Background: an optimization exercise with open tools, aiming at small area and a short achievable clock period. Do not read the settings as production practice.
Only simulation tests tie the RTL to the original design; equivalence was not proved.
The flow treats the clock pin as an ideal source. Dropping or thinning the clock tree relies on that and would not hold on a real chip.
Power and IR drop assume default switching activity.

== east ==
// timer
module timer #(
    parameter FREQUENCY_VALUE = 50_000_000 
) (
    input logic clk,
    input logic reset_n,
    input   logic   [1:0]   avmms_address,
    input   logic           avmms_write,
    input   logic   [31:0]  avmms_writedata,
    input   logic   [3:0]   avmms_byteenable,
    input   logic           avmms_read,
    output  logic   [31:0]  avmms_readdata,
    output  logic           coe_interrupt
);
Size: roughly 650 cells after synthesis, ~75 I/O pins.
==> module timer, before the edit <==
module timer #(
    parameter FREQUENCY_VALUE = 50_000_000 
) (
    input logic clk,
    input logic reset_n,
    input   logic   [1:0]   avmms_address,
    input   logic           avmms_write,
    input   logic   [31:0]  avmms_writedata,
    input   logic   [3:0]   avmms_byteenable,
    input   logic           avmms_read,
    output  logic   [31:0]  avmms_readdata,
    output  logic           coe_interrupt
);
logic [63:0] counter_reg;
logic [63:0] counter;
logic complete, busy, start, stop;
logic load;      
wire wr0 = avmms_write && (avmms_address == 2'h0);
wire wr1 = avmms_write && (avmms_address == 2'h1);
wire wr2 = avmms_write && (avmms_address == 2'h2);
wire start_d = wr0 && (avmms_byteenable[0] ? avmms_writedata[0] : start);
wire stop_d  = wr0 && (avmms_byteenable[0] ? avmms_writedata[1] : stop);
always_ff @ (posedge clk or negedge reset_n)
    if (!reset_n) begin
        start <= 1'b0;
        stop  <= 1'b0;
        load  <= 1'b0;
    end else begin
        start <= start_d;
        stop  <= stop_d;
        load  <= start_d && !zr_pre[NS];
    end
genvar b;
generate
    for (b = 0; b < 4; b = b + 1) begin : g_r
        always_ff @ (posedge clk or negedge reset_n)
            if (!reset_n) counter_reg[8*b +: 8] <= 8'h0;
            else if (wr1 && avmms_byteenable[b]) counter_reg[8*b +: 8] <= avmms_writedata[8*b +: 8];
        always_ff @ (posedge clk or negedge reset_n)
            if (!reset_n) counter_reg[32+8*b +: 8] <= 8'h0;
            else if (wr2 && avmms_byteenable[b]) counter_reg[32+8*b +: 8] <= avmms_writedata[8*b +: 8];
    end
endgenerate
always_ff @ (posedge clk)
    case (avmms_address)
        2'h0: avmms_readdata <= {28'h0, complete, busy, stop, start};
        2'h1: avmms_readdata <= counter_reg[31:0];
        2'h2: avmms_readdata <= counter_reg[63:32];
        default: avmms_readdata <= 32'h0;
    endcase
localparam NS = 8;
logic [NS-1:1] en;
wire [NS-1:0] zero_c, zero_r;
wire [NS:1] zc_pre, zr_pre;
assign zc_pre[1] = 1'b1;
assign zr_pre[1] = zero_r[0];
genvar k;
generate
    for (k = 2; k <= NS; k = k + 1) begin : g_pre
        assign zc_pre[k] = zc_pre[k-1] & zero_c[k-1];
        assign zr_pre[k] = zr_pre[k-1] & zero_r[k-1];
    end
endgenerate
wire [7:0] seg0_next = counter[7:0] - 8'h1;
wire seg0_one = (counter[7:0] == 8'h1);
genvar j;
generate
    for (j = 0; j < NS; j = j + 1) begin : g_seg
        assign zero_c[j] = (counter[8*j +: 8] == 8'h0);
        assign zero_r[j] = (counter_reg[8*j +: 8] == 8'h0);
        if (j == 0) begin : g_lo
            always_ff @ (posedge clk)
                if (load) counter[7:0] <= counter_reg[7:0];
                else      counter[7:0] <= seg0_next;
        end else begin : g_hi
            always_ff @ (posedge clk)
                if (load)       counter[8*j +: 8] <= counter_reg[8*j +: 8];
                else if (en[j]) counter[8*j +: 8] <= counter[8*j +: 8] - 8'h1;
            always_ff @ (posedge clk)
                if (load) en[j] <= zr_pre[j];
                else      en[j] <= seg0_one && zc_pre[j];
        end
    end
endgenerate
wire one = seg0_one && zc_pre[NS];
always_ff @ (posedge clk or negedge reset_n)
    if (!reset_n) complete <= 1'b0;
    else complete <= (busy && one) || (complete && !wr0);
always_ff @ (posedge clk or negedge reset_n)
    if (!reset_n) busy <= 1'b0;
    else busy <= load || (busy && !stop && !one);
assign coe_interrupt = complete;
endmodule
export LEC_CHECK = 0
export ABC_CLOCK_PERIOD_IN_PS = 2000
export CAP_MARGIN = 20
export CORE_MARGIN = 2
export CORE_UTILIZATION = 40
export SETUP_SLACK_MARGIN = 1.0
export SLEW_MARGIN = 20
create_clock -name core_clock -period 3.0 [get_ports {clk}]
run.sh (not shown) runs the stock make flow with config.mk's settings and CLKGATE_MAP_FILE= SYNTH_SCRIPT=/design/flow/synth_recipe.tcl, a recipe that flattens the netlist after the stock synthesis.
east ended with every stage complete and zero timing, DRC or antenna violations.
Here is what was changed in the inputs of middle compared with east.
--- a/flow/design.v
+++ b/flow/design.v
@@ -49,36 +49,35 @@
         default: avmms_readdata <= 32'h0;
     endcase
 localparam NS = 8;
-logic [NS-1:1] en;
-wire [NS-1:0] zero_c, zero_r;
-wire [NS:1] zc_pre, zr_pre;
+logic [NS-1:1] en, z;
+wire [NS-1:0] zero_r;      
+wire [NS:1]   zr_pre;      
+wire [NS:1]   zc_pre;      
+wire seg0_one = (counter[7:0] == 8'h1);
 assign zc_pre[1] = 1'b1;
 assign zr_pre[1] = zero_r[0];
-genvar k;
-generate
-    for (k = 2; k <= NS; k = k + 1) begin : g_pre
-        assign zc_pre[k] = zc_pre[k-1] & zero_c[k-1];
-        assign zr_pre[k] = zr_pre[k-1] & zero_r[k-1];
-    end
-endgenerate
-wire [7:0] seg0_next = counter[7:0] - 8'h1;
-wire seg0_one = (counter[7:0] == 8'h1);
 genvar j;
 generate
     for (j = 0; j < NS; j = j + 1) begin : g_seg
-        assign zero_c[j] = (counter[8*j +: 8] == 8'h0);
-        assign zero_r[j] = (counter_reg[8*j +: 8] == 8'h0);
+        assign zero_r[j] = ~|counter_reg[8*j +: 8];
         if (j == 0) begin : g_lo
             always_ff @ (posedge clk)
                 if (load) counter[7:0] <= counter_reg[7:0];
-                else      counter[7:0] <= seg0_next;
+                else      counter[7:0] <= counter[7:0] - 8'h1;
         end else begin : g_hi
+            assign zc_pre[j+1] = &z[j:1];
+            assign zr_pre[j+1] = &zero_r[j:0];
             always_ff @ (posedge clk)
                 if (load)       counter[8*j +: 8] <= counter_reg[8*j +: 8];
                 else if (en[j]) counter[8*j +: 8] <= counter[8*j +: 8] - 8'h1;
             always_ff @ (posedge clk)
-                if (load) en[j] <= zr_pre[j];
-                else      en[j] <= seg0_one && zc_pre[j];
+                if (load) begin
+                    en[j] <= zr_pre[j];
+                    z[j]  <= zero_r[j];
+                end else begin
+                    en[j] <= seg0_one && zc_pre[j];
+                    if (en[j]) z[j] <= (counter[8*j +: 8] == 8'h1);
+                end
         end
     end
 endgenerate
Results
On worst-skew pair later-pin latency, middle and east are basically level.
Looking at post-layout worst setup margin across both flows, middle is the stronger of the two, with east trailing.
Of middle and east, it is middle that has the lower total track usage.
On share of the clock period used by the worst path after layout: between middle and east, it ends up higher for east.
Synthesized area divided by synthesized cell count for middle: 0.13 µm² down relative to east
east has lower count of clock-buffer cells in the layout than middle.
middle ends up with a part of the power in the clock network that is 2.1 points lower than in east.
Summary of middle over east: number of sequential storage elements went up 7; final non-filler cell area went up about 0.4%; post-placement cell count went up about 6%; highest clock frequency the design can meet went up about 20%; routed wirelength normalized by instance count went down about 3.2%.
Re storage element area: middle is about 5% up on east.

* * *

## run B
The RTL this note starts from:
==> flow/design.v <==
module timer #(
    parameter FREQUENCY_VALUE = 50_000_000 
) (
    input logic clk,
    input logic reset_n,
    input   logic   [1:0]   avmms_address,
    input   logic           avmms_write,
    input   logic   [31:0]  avmms_writedata,
    input   logic   [3:0]   avmms_byteenable,
    input   logic           avmms_read,
    output  logic   [31:0]  avmms_readdata,
    output  logic           coe_interrupt
);
logic [63:0] counter_reg;
logic [63:0] counter;
logic complete, busy, start, stop;
logic complete_o;  
logic load;      
wire wr0 = avmms_write && (avmms_address == 2'h0);
wire wr1 = avmms_write && (avmms_address == 2'h1);
wire wr2 = avmms_write && (avmms_address == 2'h2);
wire start_d = wr0 && (avmms_byteenable[0] ? avmms_writedata[0] : start);
wire stop_d  = wr0 && (avmms_byteenable[0] ? avmms_writedata[1] : stop);
always_ff @ (posedge clk or negedge reset_n)
    if (!reset_n) begin
        start <= 1'b0;
        stop  <= 1'b0;
        load  <= 1'b0;
    end else begin
        start <= start_d;
        stop  <= stop_d;
        load  <= start_d && !zr_pre[NS];
    end
genvar b;
generate
    for (b = 0; b < 4; b = b + 1) begin : g_r
        always_ff @ (posedge clk or negedge reset_n)
            if (!reset_n) counter_reg[8*b +: 8] <= 8'h0;
            else if (wr1 && avmms_byteenable[b]) counter_reg[8*b +: 8] <= avmms_writedata[8*b +: 8];
        always_ff @ (posedge clk or negedge reset_n)
            if (!reset_n) counter_reg[32+8*b +: 8] <= 8'h0;
            else if (wr2 && avmms_byteenable[b]) counter_reg[32+8*b +: 8] <= avmms_writedata[8*b +: 8];
    end
endgenerate
always_ff @ (posedge clk)
    case (avmms_address)
        2'h0: avmms_readdata <= {28'h0, complete, busy, stop, start};
        2'h1: avmms_readdata <= counter_reg[31:0];
        2'h2: avmms_readdata <= counter_reg[63:32];
        default: avmms_readdata <= 32'h0;
    endcase
localparam NS = 8;
logic [NS-1:1] en;
wire  [NS-1:1] z;          
wire [NS-1:0] zero_r;      
wire [NS:1]   zr_pre;      
wire [NS:1]   zc_pre;      
wire seg0_one = (counter[7:0] == 8'h1);
assign zc_pre[1] = 1'b1;
assign zr_pre[1] = zero_r[0];
wire [63:0] bmask;
genvar j, i;
generate
    for (j = 0; j < NS; j = j + 1) begin : g_seg
        assign zero_r[j] = ~|counter_reg[8*j +: 8];
        assign bmask[8*j] = (j == 0) ? 1'b1 : en[j];
        for (i = 1; i < 8; i = i + 1) begin : g_bit
            assign bmask[8*j+i] = bmask[8*j] & ~|counter[8*j +: i];
        end
        if (j > 0) begin : g_hi
            assign z[j] = ~|counter[8*j +: 8];
            assign zc_pre[j+1] = &z[j:1];
            assign zr_pre[j+1] = &zero_r[j:0];
            always_ff @ (posedge clk)
                if (load) begin
                    en[j] <= zr_pre[j];
                end else begin
                    en[j] <= seg0_one && zc_pre[j];
                end
        end
    end
endgenerate
always_ff @ (posedge clk)
    if (load) counter <= counter_reg;
    else      counter <= counter ^ bmask;
wire one = seg0_one && zc_pre[NS];
always_ff @ (posedge clk or negedge reset_n)
    if (!reset_n) complete <= 1'b0;
    else complete <= (busy && one) || (complete && !wr0);
always_ff @ (posedge clk or negedge reset_n)
    if (!reset_n) complete_o <= 1'b0;
    else complete_o <= (busy && one) || (complete_o && !wr0);
always_ff @ (posedge clk or negedge reset_n)
    if (!reset_n) busy <= 1'b0;
    else busy <= load || (busy && !stop && !one);
assign coe_interrupt = complete_o;
endmodule
Settings: LEC_CHECK=0, ABC_AREA=1, ABC_CLOCK_PERIOD_IN_PS=2000, CAP_MARGIN=20, CORE_MARGIN=2, CORE_UTILIZATION=55, SETUP_SLACK_MARGIN=1.6, SLEW_MARGIN=20; clock period 3.0 ns.
standard.sh (not shown) runs the stock make flow with config.mk's settings and CLKGATE_MAP_FILE= SYNTH_SCRIPT=/design/flow/synth_recipe.tcl, a recipe that flattens the netlist after the stock synthesis.
==> flow/flow/run.sh <==
#!/bin/bash
# Standard layout with two changes: plain buf_1 cells as the port buffers, and
# a two-level clock tree (flow/cts_hook.tcl) in place of TritonCTS: the clock
# port drives four clkbuf_8 cells, each driving two clkbuf_16 leaves.
# Full output of the flow goes to standard.log.
export BUFFER_PORTS_ARGS="-buffer_cell sky130_fd_sc_hd__buf_1"
export PRE_CTS_TCL="$PWD/flow/cts_hook.tcl"
bash standard.sh > standard.log 2>&1
Other scripts of this flow, unchanged in this note and not shown: flow/flow/cts_hook.tcl
Run B: PASS, flow complete, no timing, DRC or antenna violations
Here is what was changed in the inputs of run D compared with run B.
diff --git a/flow/design.v b/flow/design.v
--- a/flow/design.v
+++ b/flow/design.v
@@ -14,7 +14,6 @@
 logic [63:0] counter_reg;
 logic [63:0] counter;
 logic complete, busy, start, stop;
-logic complete_o;  
 logic load;      
 wire wr0 = avmms_write && (avmms_address == 2'h0);
 wire wr1 = avmms_write && (avmms_address == 2'h1);
@@ -31,22 +30,31 @@
         stop  <= stop_d;
         load  <= start_d && !zr_pre[NS];
     end
+logic [7:0] valid;
+wire [63:0] rv;
 genvar b;
 generate
     for (b = 0; b < 4; b = b + 1) begin : g_r
+        always_ff @ (posedge clk)
+            if (wr1 && avmms_byteenable[b]) counter_reg[8*b +: 8] <= avmms_writedata[8*b +: 8];
+        always_ff @ (posedge clk)
+            if (wr2 && avmms_byteenable[b]) counter_reg[32+8*b +: 8] <= avmms_writedata[8*b +: 8];
         always_ff @ (posedge clk or negedge reset_n)
-            if (!reset_n) counter_reg[8*b +: 8] <= 8'h0;
-            else if (wr1 && avmms_byteenable[b]) counter_reg[8*b +: 8] <= avmms_writedata[8*b +: 8];
+            if (!reset_n) valid[b] <= 1'b0;
+            else if (wr1 && avmms_byteenable[b]) valid[b] <= 1'b1;
         always_ff @ (posedge clk or negedge reset_n)
-            if (!reset_n) counter_reg[32+8*b +: 8] <= 8'h0;
-            else if (wr2 && avmms_byteenable[b]) counter_reg[32+8*b +: 8] <= avmms_writedata[8*b +: 8];
+            if (!reset_n) valid[4+b] <= 1'b0;
+            else if (wr2 && avmms_byteenable[b]) valid[4+b] <= 1'b1;
+    end
+    for (b = 0; b < 8; b = b + 1) begin : g_rv
+        assign rv[8*b +: 8] = counter_reg[8*b +: 8] & {8{valid[b]}};
     end
 endgenerate
 always_ff @ (posedge clk)
     case (avmms_address)
         2'h0: avmms_readdata <= {28'h0, complete, busy, stop, start};
-        2'h1: avmms_readdata <= counter_reg[31:0];
-        2'h2: avmms_readdata <= counter_reg[63:32];
+        2'h1: avmms_readdata <= rv[31:0];
+        2'h2: avmms_readdata <= rv[63:32];
         default: avmms_readdata <= 32'h0;
     endcase
 localparam NS = 8;
@@ -62,7 +70,7 @@
 genvar j, i;
 generate
     for (j = 0; j < NS; j = j + 1) begin : g_seg
-        assign zero_r[j] = ~|counter_reg[8*j +: 8];
+        assign zero_r[j] = ~valid[j] | ~|counter_reg[8*j +: 8];
         assign bmask[8*j] = (j == 0) ? 1'b1 : en[j];
         for (i = 1; i < 8; i = i + 1) begin : g_bit
             assign bmask[8*j+i] = bmask[8*j] & ~|counter[8*j +: i];
@@ -81,17 +89,14 @@
     end
 endgenerate
 always_ff @ (posedge clk)
-    if (load) counter <= counter_reg;
+    if (load) counter <= rv;
     else      counter <= counter ^ bmask;
 wire one = seg0_one && zc_pre[NS];
 always_ff @ (posedge clk or negedge reset_n)
     if (!reset_n) complete <= 1'b0;
     else complete <= (busy && one) || (complete && !wr0);
 always_ff @ (posedge clk or negedge reset_n)
-    if (!reset_n) complete_o <= 1'b0;
-    else complete_o <= (busy && one) || (complete_o && !wr0);
-always_ff @ (posedge clk or negedge reset_n)
     if (!reset_n) busy <= 1'b0;
     else busy <= load || (busy && !stop && !one);
-assign coe_interrupt = complete_o;
+assign coe_interrupt = complete;
 endmodule
Results
- Run D has synthesized-area fraction occupied by ao, oa, aoi and oai cells below what run B had.
- Note that the total nets after synthesis recorded for run B amounts to 1.17 times the value seen in run D.
- Run D ends up with a sequential share of layout area that is 7.4 points higher than in run B.
- Compared with run B, run D has extra setup slack.
- Looking at final core utilization, run D sits above run B.
- Of run B and run D, run B shows the higher via total after detailed routing, with run D below it.
- [run D] simple-gate portion of the synthesized area fell 2.0 points relative to run B
- Final instance area of run D falls short of that of run B by a few percent.
- Reported for run B and run D, setup TNS after final layout turned out identical to the last digit.
- Summary of run D over run B: power dissipated in combinational cells went down 37%, fraction of area in multi-input gates now sits lower, total of fill cells in the finished design decreased 86, post-place instance area fell about 2.8%.
In every run of this note, the design's own scripts or RTL, not TritonCTS, make the clock network.

* * *

RTL: the design.v shown in full above, as it stands there.
Settings: LEC_CHECK=0, ABC_AREA=1, ABC_CLOCK_PERIOD_IN_PS=2000, CAP_MARGIN=20, CORE_MARGIN=2, CORE_UTILIZATION=70, SETUP_SLACK_MARGIN=1.6, SLEW_MARGIN=20; clock period 3.0 ns.
==> flow/flow/cts_hook.tcl <==
# Replaces TritonCTS with a two-level clock tree. The registers are split by
# recursive bisection into 8 groups of nearby sinks, each driven by a
# clkbuf_16 leaf. The clock port drives four clkbuf_8 cells, each driving the
# leaves of two neighbouring groups.
proc cts_split {sinks idx} {
  set s [lsort -integer -index $idx $sinks]
  set k [expr {[llength $s] / 2}]
  return [list [lrange $s 0 [expr {$k - 1}]] [lrange $s $k end]]
}

proc cts_center {sinks} {
  set ax 0
  set ay 0
  foreach s $sinks {
    set ax [expr {$ax + [lindex $s 1]}]
    set ay [expr {$ay + [lindex $s 2]}]
  }
  set n [llength $sinks]
  return [list [expr {$ax / $n}] [expr {$ay / $n}]]
}

proc cts_buffer {block master name x y in_net out_name} {
  set inst [odb::dbInst_create $block $master $name]
  $inst setLocation $x $y
  $inst setPlacementStatus PLACED
  set net [odb::dbNet_create $block $out_name]
  $net setSigType CLOCK
  [$inst findITerm A] connect $in_net
  [$inst findITerm X] connect $net
  return $net
}

proc clock_tree_synthesis {args} {
  set block [ord::get_db_block]
  set db [ord::get_db]
  set clk [$block findNet clk]
  set leaf_master [$db findMaster sky130_fd_sc_hd__clkbuf_16]
  set mid_master [$db findMaster sky130_fd_sc_hd__clkbuf_8]
  set sinks {}
  foreach it [$clk getITerms] {
    set box [[$it getInst] getBBox]
    set x [expr {([$box xMin] + [$box xMax]) / 2}]
    set y [expr {([$box yMin] + [$box yMax]) / 2}]
    lappend sinks [list $it $x $y]
  }
  set quads {}
  foreach half [cts_split $sinks 1] {
    foreach q [cts_split $half 2] {
      lappend quads $q
    }
  }
  set i 0
  foreach q $quads {
    lassign [cts_center $q] qx qy
    set mid_net [cts_buffer $block $mid_master clkbuf_m$i $qx $qy $clk clknet_m$i]
    set j 0
    foreach g [cts_split $q 1] {
      lassign [cts_center $g] gx gy
      set leaf_net [cts_buffer $block $leaf_master clkbuf_l${i}_$j $gx $gy $mid_net clknet_l${i}_$j]
      foreach s $g {
        set it [lindex $s 0]
        $it disconnect
        $it connect $leaf_net
      }
      puts "clock leaf clkbuf_l${i}_$j at $gx $gy drives [llength $g] sinks"
      incr j
    }
    incr i
  }
  $clk setSigType CLOCK
  set_propagated_clock [all_clocks]
}
Scripts as last shown in full above: flow/flow/run.sh
Rerun with:
--- a/flow/design.v
+++ b/flow/design.v
@@ -14,7 +14,6 @@
 logic [63:0] counter_reg;
 logic [63:0] counter;
 logic complete, busy, start, stop;
-logic complete_o;  
 logic load;      
 wire wr0 = avmms_write && (avmms_address == 2'h0);
 wire wr1 = avmms_write && (avmms_address == 2'h1);
@@ -31,22 +30,31 @@
         stop  <= stop_d;
         load  <= start_d && !zr_pre[NS];
     end
+logic [7:0] valid;
+wire [63:0] rv;
 genvar b;
 generate
     for (b = 0; b < 4; b = b + 1) begin : g_r
+        always_ff @ (posedge clk)
+            if (wr1 && avmms_byteenable[b]) counter_reg[8*b +: 8] <= avmms_writedata[8*b +: 8];
+        always_ff @ (posedge clk)
+            if (wr2 && avmms_byteenable[b]) counter_reg[32+8*b +: 8] <= avmms_writedata[8*b +: 8];
         always_ff @ (posedge clk or negedge reset_n)
-            if (!reset_n) counter_reg[8*b +: 8] <= 8'h0;
-            else if (wr1 && avmms_byteenable[b]) counter_reg[8*b +: 8] <= avmms_writedata[8*b +: 8];
+            if (!reset_n) valid[b] <= 1'b0;
+            else if (wr1 && avmms_byteenable[b]) valid[b] <= 1'b1;
         always_ff @ (posedge clk or negedge reset_n)
-            if (!reset_n) counter_reg[32+8*b +: 8] <= 8'h0;
-            else if (wr2 && avmms_byteenable[b]) counter_reg[32+8*b +: 8] <= avmms_writedata[8*b +: 8];
+            if (!reset_n) valid[4+b] <= 1'b0;
+            else if (wr2 && avmms_byteenable[b]) valid[4+b] <= 1'b1;
+    end
+    for (b = 0; b < 8; b = b + 1) begin : g_rv
+        assign rv[8*b +: 8] = counter_reg[8*b +: 8] & {8{valid[b]}};
     end
 endgenerate
 always_ff @ (posedge clk)
     case (avmms_address)
         2'h0: avmms_readdata <= {28'h0, complete, busy, stop, start};
-        2'h1: avmms_readdata <= counter_reg[31:0];
-        2'h2: avmms_readdata <= counter_reg[63:32];
+        2'h1: avmms_readdata <= rv[31:0];
+        2'h2: avmms_readdata <= rv[63:32];
         default: avmms_readdata <= 32'h0;
     endcase
 localparam NS = 8;
@@ -62,7 +70,7 @@
 genvar j, i;
 generate
     for (j = 0; j < NS; j = j + 1) begin : g_seg
-        assign zero_r[j] = ~|counter_reg[8*j +: 8];
+        assign zero_r[j] = ~valid[j] | ~|counter_reg[8*j +: 8];
         assign bmask[8*j] = (j == 0) ? 1'b1 : en[j];
         for (i = 1; i < 8; i = i + 1) begin : g_bit
             assign bmask[8*j+i] = bmask[8*j] & ~|counter[8*j +: i];
@@ -81,17 +89,14 @@
     end
 endgenerate
 always_ff @ (posedge clk)
-    if (load) counter <= counter_reg;
+    if (load) counter <= rv;
     else      counter <= counter ^ bmask;
 wire one = seg0_one && zc_pre[NS];
 always_ff @ (posedge clk or negedge reset_n)
     if (!reset_n) complete <= 1'b0;
     else complete <= (busy && one) || (complete && !wr0);
 always_ff @ (posedge clk or negedge reset_n)
-    if (!reset_n) complete_o <= 1'b0;
-    else complete_o <= (busy && one) || (complete_o && !wr0);
-always_ff @ (posedge clk or negedge reset_n)
     if (!reset_n) busy <= 1'b0;
     else busy <= load || (busy && !stop && !one);
-assign coe_interrupt = complete_o;
+assign coe_interrupt = complete;
 endmodule
=> Via count came out lower by about 9%; worst setup slack gets worse by 0.028 ns; wire length came out lower by 5.7%; first-iteration DRC count came out lower by about 2%; register-to-register slack gets worse by 0.07 ns; cell area came out lower by about 2.4%; clock power barely changes; flip-flop and latch count came out higher by 7; die area came out lower by about 4%; final cell count came out lower by 12%; synthesized cell count came out lower by about 15%.
No run of this note takes its clock network from TritonCTS; it comes from the design's own scripts or RTL.

-- static timing again, ports no longer ideal --
No port has a modelled driver above. Below, the same layouts with a new extraction and two added sets of constraints. Step 1 assumes that a clkbuf_16 drives the clock port and a buf_2 every other input. Step 2 moves the port delays by t, midway between the first and last clock arrival at a register: inputs arrive t later, outputs are due t later. That takes back most of the time a late clock gives input paths. Slacks: ideal / step 1 / step 2; pairs: ideal / step 1.
run	t (ns)	setup WS [ns]	hold WS [ns]
east	0.471	0.628 / 0.628 / 0.628	0.293 / 0.276 / 0.527
middle	0.459	1.037 / 1.015 / 0.593	0.248 / 0.228 / 0.529
run B	0.362	1.557 / 1.482 / 1.310	0.321 / 0.270 / 0.448
run D	0.368	1.593 / 1.515 / 1.297	0.427 / 0.377 / 0.485
the first run of note 3	0.359	1.585 / 1.514 / 1.325	0.371 / 0.324 / 0.477
the second run of note 3	0.359	1.557 / 1.498 / 1.229	0.449 / 0.401 / 0.481
After both steps setup and hold are still met in every run listed. The setup slack of middle, which loses most, moves by -0.022 ns with the drivers and by -0.444 ns with both steps.
